Background: an optimization exercise with open tools, aiming at small area, a short achievable clock period and few clock cycles. Do not read the settings as production practice.
Where RTL was checked, it was by simulation tests only, not by an equivalence proof against the original.
Power is estimated from default activity; no workload was simulated.

Setup of main:
==> flow/design.v <==
module GCD(
	input clk,
	input rst,
	input start,
	input [7:0] A,
	input [7:0] B,
	output [7:0] gcd_result,
	output ready
);
reg [5:0] a_h;
reg [5:0] b_h;
reg       zf;     
reg       busy;
reg       rdy;
reg [7:0] res;
function [7:0] lowbit8(input [7:0] v);
	reg seen;
	integer i;
	begin
		seen = 1'b0;
		for (i = 0; i < 8; i = i + 1) begin
			lowbit8[i] = v[i] & ~seen;
			seen = seen | v[i];
		end
	end
endfunction
function [5:0] oddhi(input [7:0] v);
	reg [7:0] x;
	reg [7:0] p;
	integer   i, t;
	begin
		x = v ^ {8{v[7]}};
		p = lowbit8(v);
		for (i = 0; i < 6; i = i + 1) begin
			oddhi[i] = 1'b0;
			for (t = 0; t + i + 1 < 7; t = t + 1)
				oddhi[i] = oddhi[i] | (p[t] & x[i + 1 + t]);
		end
	end
endfunction
wire za = (A == 8'd0);
wire zb = (B == 8'd0);
wire [6:0] d = {1'b0, a_h} - {1'b0, b_h};
wire       s = d[6];                  
wire [5:0] m = d[5:0] ^ {6{s}};
wire [5:0] u = a_h ^ b_h;
wire       eq = (u == 6'd0);          
reg  [5:0] above;                     
integer q;
always @* begin
	above[0] = 1'b0;
	for (q = 1; q < 6; q = q + 1) above[q] = above[q - 1] | u[q - 1];
end
wire one_next = ~|(m & above);
wire one_now  = (a_h == 6'd0) | (b_h == 6'd0);
wire found = eq | one_now | one_next;
wire [5:0] pu = u & ~above;
reg  [5:0] b_step;
integer bi, bt;
always @* begin
	for (bi = 0; bi < 6; bi = bi + 1) begin
		b_step[bi] = 1'b0;
		for (bt = 0; bt + bi + 1 < 6; bt = bt + 1)
			b_step[bi] = b_step[bi] | (pu[bt] & m[bi + bt + 1]);
	end
end
wire [5:0] a_step = s ? a_h : b_h;
wire [6:0] g = {a_h | b_h, 1'b1};
reg  [7:0] res_shift;
integer i, j;
always @* begin
	for (i = 0; i < 8; i = i + 1) begin
		res_shift[i] = 1'b0;
		for (j = 0; j <= i; j = j + 1)
			if (i - j < 7) res_shift[i] = res_shift[i] | (res[j] & g[i - j]);
	end
end
always @(posedge clk) begin
	if (start) begin
		a_h <= oddhi(A);
		b_h <= oddhi(B);
		res <= lowbit8(A | B);
	end else begin
		a_h <= a_step;
		b_h <= b_step;
		if (busy & (eq | zf))
			res <= res_shift;
	end
	zf <= start & (za | zb);
end
always @(posedge clk) begin
	if (rst) begin
		busy <= 1'b0;
		rdy  <= 1'b0;
	end else if (start) begin
		busy <= 1'b1;
		rdy  <= 1'b0;
	end else begin
		busy <= busy & ~found;
		rdy  <= busy & found;
	end
end
assign ready = rdy;
assign gcd_result = res;
endmodule
Settings: LEC_CHECK=0, ABC_AREA=1, CAP_MARGIN=20, CORE_MARGIN=2, CORE_UTILIZATION=55, CTS_BUF_LIST=sky130_fd_sc_hd__clkbuf_8, SETUP_SLACK_MARGIN=2.0, SLEW_MARGIN=20; clock period 4.0 ns.
standard.sh (not shown) runs the stock make flow with config.mk's settings and CLKGATE_MAP_FILE= SYNTH_SCRIPT=/design/flow/synth_recipe.tcl, a recipe that flattens the netlist after the stock synthesis.
==> flow/flow/run.sh <==
#!/bin/bash
set -euo pipefail
bash standard.sh 'BUFFER_PORTS_ARGS=-buffer_cell sky130_fd_sc_hd__buf_2' ADDER_MAP_FILE= \
  'SETUP_MOVE_SEQUENCE=sizeup,swap' SKIP_GATE_CLONING=1 SKIP_LAST_GASP=1 \
  finish > standard_flow.log 2>&1
Testbench counts of main, summed over its fixed seeds: cycles 34,956.
Input-level comparison between the feature branch and main:
-- flow/design.v --
<<< main, line 52
	for (q = 1; q < 6; q = q + 1) above[q] = above[q - 1] | u[q - 1];
end
wire one_next = ~|(m & above);
wire one_now  = (a_h == 6'd0) | (b_h == 6'd0);
wire found = eq | one_now | one_next;
wire [5:0] pu = u & ~above;
reg  [5:0] b_step;
>>> the feature branch, line 52
	for (q = 1; q < 6; q = q + 1) above[q] = above[q - 1] | u[q - 1];
end
wire one_next = ~|(m & above);       
wire one_now  = (a_h == 6'd0) | (b_h == 6'd0);
wire found = one_now | one_next;
wire [5:0] pu = u & ~above;
reg  [5:0] b_step;
<<< main, line 84
		a_h <= a_step;
		b_h <= b_step;
		if (busy & (eq | zf))
			res <= res_shift;
	end
>>> the feature branch, line 84
		a_h <= a_step;
		b_h <= b_step;
		if (eq | zf)                  
			res <= res_shift;
	end
[summary]
- On clock period minus final worst setup slack, the feature branch and main are neck and neck.
- On ratio of final minimum period to clock period, the feature branch and main are basically level.
- Lower compound-cell area share of the yosys netlist goes to main over the feature branch.
- Diff main..the feature branch | quantity of hold-fixing buffers added after cts | unchanged
- Compared with main, final design area excluding fillers in the feature branch decreased by a few percent.
- Compared with main, the feature branch shows total chip power that has gone down by a few percent.
- In the metrics for the feature branch and main, the one carrying the higher number of standard-cell rows in the floorplan is main.
- Taking main as the reference, in the feature branch slew at the pin closest to its max-slew limit dropped 0.025 ns, required time at the worst-slack endpoint climbed 0.04 ns.
- Post-placement cell count ended up about 1.7% lower on the feature branch than on main.
- The feature branch vs main: die boundary height down in the feature branch
- Per the comparison of the feature branch with main, final wirelength now sits lower, relative area of clock buffers and inverters in the final design now sits at about the same level.
Testbench counts of the feature branch, summed over its fixed seeds: cycles 34,956.

========
## lane 1
Starts from the design.v that is shown in full above.
export LEC_CHECK = 0
export ABC_AREA = 1
export CAP_MARGIN = 20
export CORE_MARGIN = 2
export CORE_UTILIZATION = 65
export CTS_BUF_LIST = sky130_fd_sc_hd__clkbuf_8
export SETUP_SLACK_MARGIN = 2.0
export SLEW_MARGIN = 20
create_clock -name core_clock -period 4.0 [get_ports {clk}]
Scripts as last shown in full above: flow/flow/run.sh
Testbench counts of lane 1, summed over its fixed seeds: cycles 34,956.
> inputs changed (lane 1 -> lane 2)
==> flow/design.v <==
module GCD(
	input clk,
	input rst,
	input start,
	input [7:0] A,
	input [7:0] B,
	output [7:0] gcd_result,
	output ready
);
reg [5:0] a_h;
reg [5:0] b_h;
reg       zf;     
reg       busy;
reg       rdy;
reg [7:0] res;
function [7:0] lowbit8(input [7:0] v);
	reg seen;
	integer i;
	begin
		seen = 1'b0;
		for (i = 0; i < 8; i = i + 1) begin
			lowbit8[i] = v[i] & ~seen;
			seen = seen | v[i];
		end
	end
endfunction
function [5:0] oddhi(input [7:0] v);
	reg [7:0] x;
	reg [7:0] p;
	integer   i, t;
	begin
		x = v ^ {8{v[7]}};
		p = lowbit8(v);
		for (i = 0; i < 6; i = i + 1) begin
			oddhi[i] = 1'b0;
			for (t = 0; t + i + 1 < 7; t = t + 1)
				oddhi[i] = oddhi[i] | (p[t] & x[i + 1 + t]);
		end
	end
endfunction
wire       za = (A == 8'd0);
wire       zb = (B == 8'd0);
wire [5:0] ha = oddhi(A);
wire [5:0] hb = oddhi(B);
wire       one_init = ((ha == 6'd0) & ~za) | ((hb == 6'd0) & ~zb);
wire [6:0] d = {1'b0, a_h} - {1'b0, b_h};
wire       s = d[6];                  
wire [5:0] m = d[5:0] ^ {6{s}};
wire [5:0] u = a_h ^ b_h;
wire       eq = (u == 6'd0);          
reg  [5:0] above;                     
integer q;
always @* begin
	above[0] = 1'b0;
	for (q = 1; q < 6; q = q + 1) above[q] = above[q - 1] | u[q - 1];
end
wire one_next = ~|(m & above);
wire one_now  = (a_h == 6'd0) | (b_h == 6'd0);
wire found = eq | one_now | one_next;
wire [5:0] pu = u & ~above;
reg  [5:0] b_step;
integer bi, bt;
always @* begin
	for (bi = 0; bi < 6; bi = bi + 1) begin
		b_step[bi] = 1'b0;
		for (bt = 0; bt + bi + 1 < 6; bt = bt + 1)
			b_step[bi] = b_step[bi] | (pu[bt] & m[bi + bt + 1]);
	end
end
wire [5:0] a_step = s ? a_h : b_h;
wire [6:0] g = {a_h | b_h, 1'b1};
reg  [7:0] res_shift;
integer i, j;
always @* begin
	for (i = 0; i < 8; i = i + 1) begin
		res_shift[i] = 1'b0;
		for (j = 0; j <= i; j = j + 1)
			if (i - j < 7) res_shift[i] = res_shift[i] | (res[j] & g[i - j]);
	end
end
always @(posedge clk) begin
	if (start) begin
		a_h <= ha;
		b_h <= hb;
		res <= lowbit8(A | B);
	end else begin
		a_h <= a_step;
		b_h <= b_step;
		if (busy & (eq | zf))
			res <= res_shift;
	end
	zf <= start & (za | zb);
end
always @(posedge clk) begin
	if (rst) begin
		busy <= 1'b0;
		rdy  <= 1'b0;
	end else if (start) begin
		busy <= ~one_init;
		rdy  <= one_init;
	end else begin
		busy <= busy & ~found;
		rdy  <= busy & found;
	end
end
assign ready = rdy;
assign gcd_result = res;
endmodule
==> summary.txt <==
- For the combinational power share, lane 2 came in 2.0 points higher than lane 1 did.
- [lane 2] number of fill cells in the layout fell 24 relative to lane 1
- Taking lane 1 as the reference, in lane 2 switching part of the total up 0.49 points, number of nets in the layout up 18, largest incremental delay on the critical path down 70 ps.
- Run comparison: lane 1 startpoint of the most critical setup path a_h[1]; lane 2 startpoint of the most critical setup path a_h[2]
- Compared with lane 1, in lane 2 synthesized area went up; wire length went down; worst slack after detailed placement went down.
- | clock insertion delay at the later pin of the skew report | lane 1 vs lane 2 | ≈ equal |
For lane 2, only the layout was checked, not whether the RTL still works.

========
Another version of the RTL of GCD (not shown whole).
For scale: about 380 cells after synthesis, ~17 flip-flops, roughly 0.0023 mm^2 of cells after synthesis.
==> module GCD, before the edit <==
module GCD(
	input clk,
	input rst,
	input start,
	input [7:0] A,
	input [7:0] B,
	output [7:0] gcd_result,
	output ready
);
reg [5:0] a_h;
reg [5:0] b_h;
reg       a0;
reg [2:0] k;
reg       busy;
function [2:0] ctz8(input [7:0] v);
	casez (v)
		8'b???????1: ctz8 = 3'd0;
		8'b??????10: ctz8 = 3'd1;
		8'b?????100: ctz8 = 3'd2;
		8'b????1000: ctz8 = 3'd3;
		8'b???10000: ctz8 = 3'd4;
		8'b??100000: ctz8 = 3'd5;
		8'b?1000000: ctz8 = 3'd6;
		default:     ctz8 = 3'd7;
	endcase
endfunction
function [5:0] oddhi(input [7:0] v);
	reg [7:0] x;
	reg [7:0] sh;
	begin
		x = v ^ {8{v[7]}};
		sh = x >> ctz8(v);
		oddhi = sh[6:1];
	end
endfunction
wire       za = (A == 8'd0);
wire       zb = (B == 8'd0);
wire [5:0] ha = oddhi(A);
wire [5:0] hb = oddhi(B);
wire [5:0] a_init = za ? hb : ha;
wire [5:0] b_init = zb ? ha : hb;
wire [2:0] k_init = ctz8(A | B);
wire       a0_init = ~(za & zb);
wire [6:0] d = {1'b0, a_h} - {1'b0, b_h};
wire       s = d[6];                  
wire [5:0] m = d[5:0] ^ {6{s}};
wire [5:0] u = a_h ^ b_h;
function [2:0] ctz6(input [5:0] v);
	casez (v)
		6'b?????1: ctz6 = 3'd0;
		6'b????10: ctz6 = 3'd1;
		6'b???100: ctz6 = 3'd2;
		6'b??1000: ctz6 = 3'd3;
		6'b?10000: ctz6 = 3'd4;
		default:   ctz6 = 3'd5;
	endcase
endfunction
wire [5:0] b_step = m >> (ctz6(u) + 3'd1);
wire [5:0] a_step = s ? a_h : b_h;
wire eq = (u == 6'd0) | (a_h == 6'd0) | (b_h == 6'd0);    
always @(posedge clk) begin
	if (start) begin
		a_h <= a_init;
		b_h <= b_init;
		k   <= k_init;
		a0  <= a0_init;
	end else begin
		a_h <= a_step;
		b_h <= b_step;
	end
end
always @(posedge clk) begin
	if (rst)
		busy <= 1'b0;
	else if (start)
		busy <= 1'b1;
	else if (eq)
		busy <= 1'b0;
end
assign ready = busy & eq;
assign gcd_result = {a_h & b_h, a0} << k;
endmodule
==> flow/config.mk <==
export PLATFORM = sky130hd
export DESIGN_NAME = GCD
export DESIGN_NICKNAME = GCD
export VERILOG_FILES = /design/flow/design.v
export SDC_FILE = /design/flow/constraint.sdc
export NUM_CORES = 4
export LEC_CHECK = 0
export ABC_AREA = 1
export CAP_MARGIN = 20
export CORE_MARGIN = 2
export CORE_UTILIZATION = 40
export SLEW_MARGIN = 20
==> flow/constraint.sdc <==
create_clock -name core_clock -period 4.0 [get_ports {clk}]
set_input_delay 0.8000 -clock core_clock [delete_from_list [all_inputs] [get_ports {clk}]]
set_output_delay 0.8000 -clock core_clock [all_outputs]
set_load 0.01 [all_outputs]
==> flow/flow/run.sh <==
#!/bin/bash
set -euo pipefail
bash standard.sh 'BUFFER_PORTS_ARGS=-buffer_cell sky130_fd_sc_hd__buf_2' finish > standard_flow.log 2>&1
Edit:
==> flow/design.v (replaced) <==
module GCD(
	input clk,
	input rst,
	input start,
	input [7:0] A,
	input [7:0] B,
	output [7:0] gcd_result,
	output ready
);
reg [5:0] a_h;
reg [5:0] b_h;
reg [2:0] k;
reg       z;      
reg       nz;     
reg       busy;
function [2:0] ctz8(input [7:0] v);
	casez (v)
		8'b???????1: ctz8 = 3'd0;
		8'b??????10: ctz8 = 3'd1;
		8'b?????100: ctz8 = 3'd2;
		8'b????1000: ctz8 = 3'd3;
		8'b???10000: ctz8 = 3'd4;
		8'b??100000: ctz8 = 3'd5;
		8'b?1000000: ctz8 = 3'd6;
		default:     ctz8 = 3'd7;
	endcase
endfunction
function [5:0] oddhi(input [7:0] v);
	reg [7:0] x;
	reg [7:0] p;     
	reg       seen;
	integer   i, t;
	begin
		x = v ^ {8{v[7]}};
		seen = 1'b0;
		for (i = 0; i < 8; i = i + 1) begin
			p[i] = v[i] & ~seen;
			seen = seen | v[i];
		end
		for (i = 0; i < 6; i = i + 1) begin
			oddhi[i] = 1'b0;
			for (t = 0; t + i + 1 < 7; t = t + 1)
				oddhi[i] = oddhi[i] | (p[t] & x[i + 1 + t]);
		end
	end
endfunction
wire za = (A == 8'd0);
wire zb = (B == 8'd0);
function [2:0] ctz6(input [5:0] v);
	casez (v)
		6'b?????1: ctz6 = 3'd0;
		6'b????10: ctz6 = 3'd1;
		6'b???100: ctz6 = 3'd2;
		6'b??1000: ctz6 = 3'd3;
		6'b?10000: ctz6 = 3'd4;
		default:   ctz6 = 3'd5;
	endcase
endfunction
wire [6:0] d = {1'b0, a_h} - {1'b0, b_h};
wire       s = d[6];                  
wire [5:0] m = d[5:0] ^ {6{s}};
wire [5:0] u = a_h ^ b_h;
wire [5:0] b_step = m >> (ctz6(u) + 3'd1);
wire [5:0] a_step = s ? a_h : b_h;
wire done = (u == 6'd0) | (a_h == 6'd0) | (b_h == 6'd0);
always @(posedge clk) begin
	if (start) begin
		a_h <= oddhi(A);
		b_h <= oddhi(B);
		k   <= ctz8(A | B);
	end else begin
		a_h <= a_step;
		b_h <= b_step;
	end
	z  <= start & (za | zb);
	nz <= ~(start & za & zb);
end
always @(posedge clk) begin
	if (rst)
		busy <= 1'b0;
	else if (start)
		busy <= 1'b1;
	else if (done)
		busy <= 1'b0;
end
assign ready = busy & done;
assign gcd_result = {(a_h & b_h) | ({6{z}} & (a_h | b_h)), nz} << k;
endmodule
After rerunning: Hold slack loses 17 ps; via count falls by 8.0%; register-to-register slack barely changes; utilization is about the same; setup slack is better by 27 ps; clock power grows by about 5%; non-clock buffer count stays the same; cell count decreases by 5.8%; total power came out higher by 11%; synthesized cell count came out lower by 7.1%; first-iteration DRC count decreases by 2.6%; count of clock-buffer cells in the layout grows by 1; sequential power climbs by about 3%; wire length shrinks by 7.9%.
Function was not checked in any run of this note: the RTL went through the layout flow alone.

========
## old
Another version of the RTL of GCD (not shown whole).
For scale: ~370 cells after synthesis, ~23 flip-flops, roughly 0.0024 mm2 of cells after synthesis.
==> module GCD, before the edit <==
module GCD(
	input clk,
	input rst,
	input start,
	input [7:0] A,
	input [7:0] B,
	output [7:0] gcd_result,
	output ready
);
reg [5:0] a_h;
reg [5:0] b_h;
reg       zf;     
reg       busy;
reg       rdy;
reg [7:0] res;
function [7:0] lowbit8(input [7:0] v);
	reg seen;
	integer i;
	begin
		seen = 1'b0;
		for (i = 0; i < 8; i = i + 1) begin
			lowbit8[i] = v[i] & ~seen;
			seen = seen | v[i];
		end
	end
endfunction
function [5:0] oddhi(input [7:0] v);
	reg [7:0] x;
	reg [7:0] p;
	integer   i, t;
	begin
		x = v ^ {8{v[7]}};
		p = lowbit8(v);
		for (i = 0; i < 6; i = i + 1) begin
			oddhi[i] = 1'b0;
			for (t = 0; t + i + 1 < 7; t = t + 1)
				oddhi[i] = oddhi[i] | (p[t] & x[i + 1 + t]);
		end
	end
endfunction
wire za = (A == 8'd0);
wire zb = (B == 8'd0);
function [2:0] ctz6(input [5:0] v);
	casez (v)
		6'b?????1: ctz6 = 3'd0;
		6'b????10: ctz6 = 3'd1;
		6'b???100: ctz6 = 3'd2;
		6'b??1000: ctz6 = 3'd3;
		6'b?10000: ctz6 = 3'd4;
		default:   ctz6 = 3'd5;
	endcase
endfunction
wire [6:0] d = {1'b0, a_h} - {1'b0, b_h};
wire       s = d[6];                  
wire [5:0] m = d[5:0] ^ {6{s}};
wire [5:0] u = a_h ^ b_h;
wire       eq = (u == 6'd0);          
reg  [5:0] above;                     
integer q;
always @* begin
	above[0] = 1'b0;
	for (q = 1; q < 6; q = q + 1) above[q] = above[q - 1] | u[q - 1];
end
wire one_next = ~|(m & above);
wire one_now  = (a_h == 6'd0) | (b_h == 6'd0);
wire found = eq | one_now | one_next;
wire [5:0] b_step = m >> (ctz6(u) + 3'd1);
wire [5:0] a_step = s ? a_h : b_h;
wire [6:0] g = {a_h | b_h, 1'b1};
reg  [7:0] res_shift;
integer i, j;
always @* begin
	for (i = 0; i < 8; i = i + 1) begin
		res_shift[i] = 1'b0;
		for (j = 0; j <= i; j = j + 1)
			if (i - j < 7) res_shift[i] = res_shift[i] | (res[j] & g[i - j]);
	end
end
always @(posedge clk) begin
	if (start) begin
		a_h <= oddhi(A);
		b_h <= oddhi(B);
		res <= lowbit8(A | B);
	end else begin
		a_h <= a_step;
		b_h <= b_step;
		if (busy & (eq | zf))
			res <= res_shift;
	end
	zf <= start & (za | zb);
end
always @(posedge clk) begin
	if (rst) begin
		busy <= 1'b0;
		rdy  <= 1'b0;
	end else if (start) begin
		busy <= 1'b1;
		rdy  <= 1'b0;
	end else begin
		busy <= busy & ~found;
		rdy  <= busy & found;
	end
end
assign ready = rdy;
assign gcd_result = res;
endmodule
clock: 4.0 ns
lec_check: 0
abc_area: 1
cap_margin: 20
core_margin: 2
core_utilization: 40
setup_slack_margin: 2.15
slew_margin: 20
==> flow/flow/run.sh <==
#!/bin/bash
set -euo pipefail
bash standard.sh 'BUFFER_PORTS_ARGS=-buffer_cell sky130_fd_sc_hd__buf_2' ADDER_MAP_FILE= \
  'SETUP_MOVE_SEQUENCE=sizeup,swap' SKIP_GATE_CLONING=1 SKIP_LAST_GASP=1 \
  finish > standard_flow.log 2>&1
old completed; timing, DRC and antenna clean
Testbench counts of old, summed over its fixed seeds: cycles 34,956.
Changes in new relative to old:
--- a/flow/design.v
+++ b/flow/design.v
@@ -9,6 +9,7 @@
 );
 reg [5:0] a_h;
 reg [5:0] b_h;
+reg [7:0] kh;     
 reg       zf;     
 reg       busy;
 reg       rdy;
@@ -38,8 +39,10 @@
 		end
 	end
 endfunction
-wire za = (A == 8'd0);
-wire zb = (B == 8'd0);
+wire       za = (A == 8'd0);
+wire       zb = (B == 8'd0);
+wire [5:0] ha = oddhi(A);
+wire [5:0] hb = oddhi(B);
 function [2:0] ctz6(input [5:0] v);
 	casez (v)
 		6'b?????1: ctz6 = 3'd0;
@@ -66,28 +69,27 @@
 wire found = eq | one_now | one_next;
 wire [5:0] b_step = m >> (ctz6(u) + 3'd1);
 wire [5:0] a_step = s ? a_h : b_h;
-wire [6:0] g = {a_h | b_h, 1'b1};
-reg  [7:0] res_shift;
+wire [6:0] g = {(a_h & {6{eq}}) | ((a_h | b_h) & {6{zf}}), 1'b1};
+reg  [7:0] res_step;
 integer i, j;
 always @* begin
 	for (i = 0; i < 8; i = i + 1) begin
-		res_shift[i] = 1'b0;
-		for (j = 0; j <= i; j = j + 1)
-			if (i - j < 7) res_shift[i] = res_shift[i] | (res[j] & g[i - j]);
+		res_step[i] = 1'b0;
+		for (j = 0; j <= i && j < 8; j = j + 1)
+			if (i - j < 7) res_step[i] = res_step[i] | (kh[j] & g[i - j]);
 	end
 end
 always @(posedge clk) begin
 	if (start) begin
-		a_h <= oddhi(A);
-		b_h <= oddhi(B);
-		res <= lowbit8(A | B);
+		a_h <= ha;
+		b_h <= hb;
+		kh  <= lowbit8(A | B);
 	end else begin
 		a_h <= a_step;
 		b_h <= b_step;
-		if (busy & (eq | zf))
-			res <= res_shift;
 	end
-	zf <= start & (za | zb);
+	res <= res_step;
+	zf  <= start & (za | zb);
 end
 always @(posedge clk) begin
 	if (rst) begin
[summary]
In new the aggregate global-route resource usage turned out 3.2 points lower than in old.
When new is set beside old, its share of the synthesized area in compound gates (AO/OA/AOI/OAI) turns out to be 1.8 points smaller.
Compared with old, in new total detailed-routing wirelength now sits lower, register share of the cell area now sits higher, area of the multi-input gates now sits lower, clock latency on the worst-skew pair now sits at about the same level.
From old to new the numbers moved as follows: power drawn by the clock network rose 71%, global-route wire length before repair fell 4.2%, maximum frequency rose about 0.5%.
Testbench counts of new, summed over its fixed seeds: cycles 34,956.

port drivers added, routing unchanged:
The flow's constraints put no driver on any port. The routed layouts listed below were extracted and timed again, unchanged, in two steps. Step 1, drivers: a clkbuf_16 drives clk and a buf_2 each remaining input, both assumed. Step 2, shift: input delay + t, output delay - t, t = (earliest + latest rising clock arrival at the registers) / 2. This alone moves slack from input paths to output paths. Slacks: no drivers / after step 1 / after step 2; pairs: no drivers / after step 1.
run	t, ns	slack for setup (ns)	worst hold slack (ns)	slew at the worst register clock pin (ns)
main	0.297	2.095 / 2.103 / 1.809	0.498 / 0.498 / 0.498	0.09 / 0.09
the feature branch	0.293	2.092 / 2.092 / 1.827	0.442 / 0.442 / 0.442	0.08 / 0.08
lane 1	0.281	2.059 / 2.059 / 1.823	0.481 / 0.481 / 0.481	0.08 / 0.08
lane 2	0.277	2.020 / 2.020 / 1.818	0.504 / 0.504 / 0.504	0.08 / 0.08
the first run of note 3	0.278	1.362 / 1.337 / 1.610	0.503 / 0.503 / 0.503	0.08 / 0.08
the second run of note 3	0.269	1.389 / 1.366 / 1.635	0.486 / 0.486 / 0.486	0.06 / 0.06
old	0.291	2.061 / 2.019 / 1.727	0.482 / 0.482 / 0.482	0.08 / 0.08
new	0.301	2.071 / 2.071 / 1.950	0.442 / 0.442 / 0.442	0.07 / 0.07
After both steps every run listed still meets setup and hold. For old, which loses most, drivers alone change the setup slack by -0.042 ns; drivers and shift together by -0.334 ns.
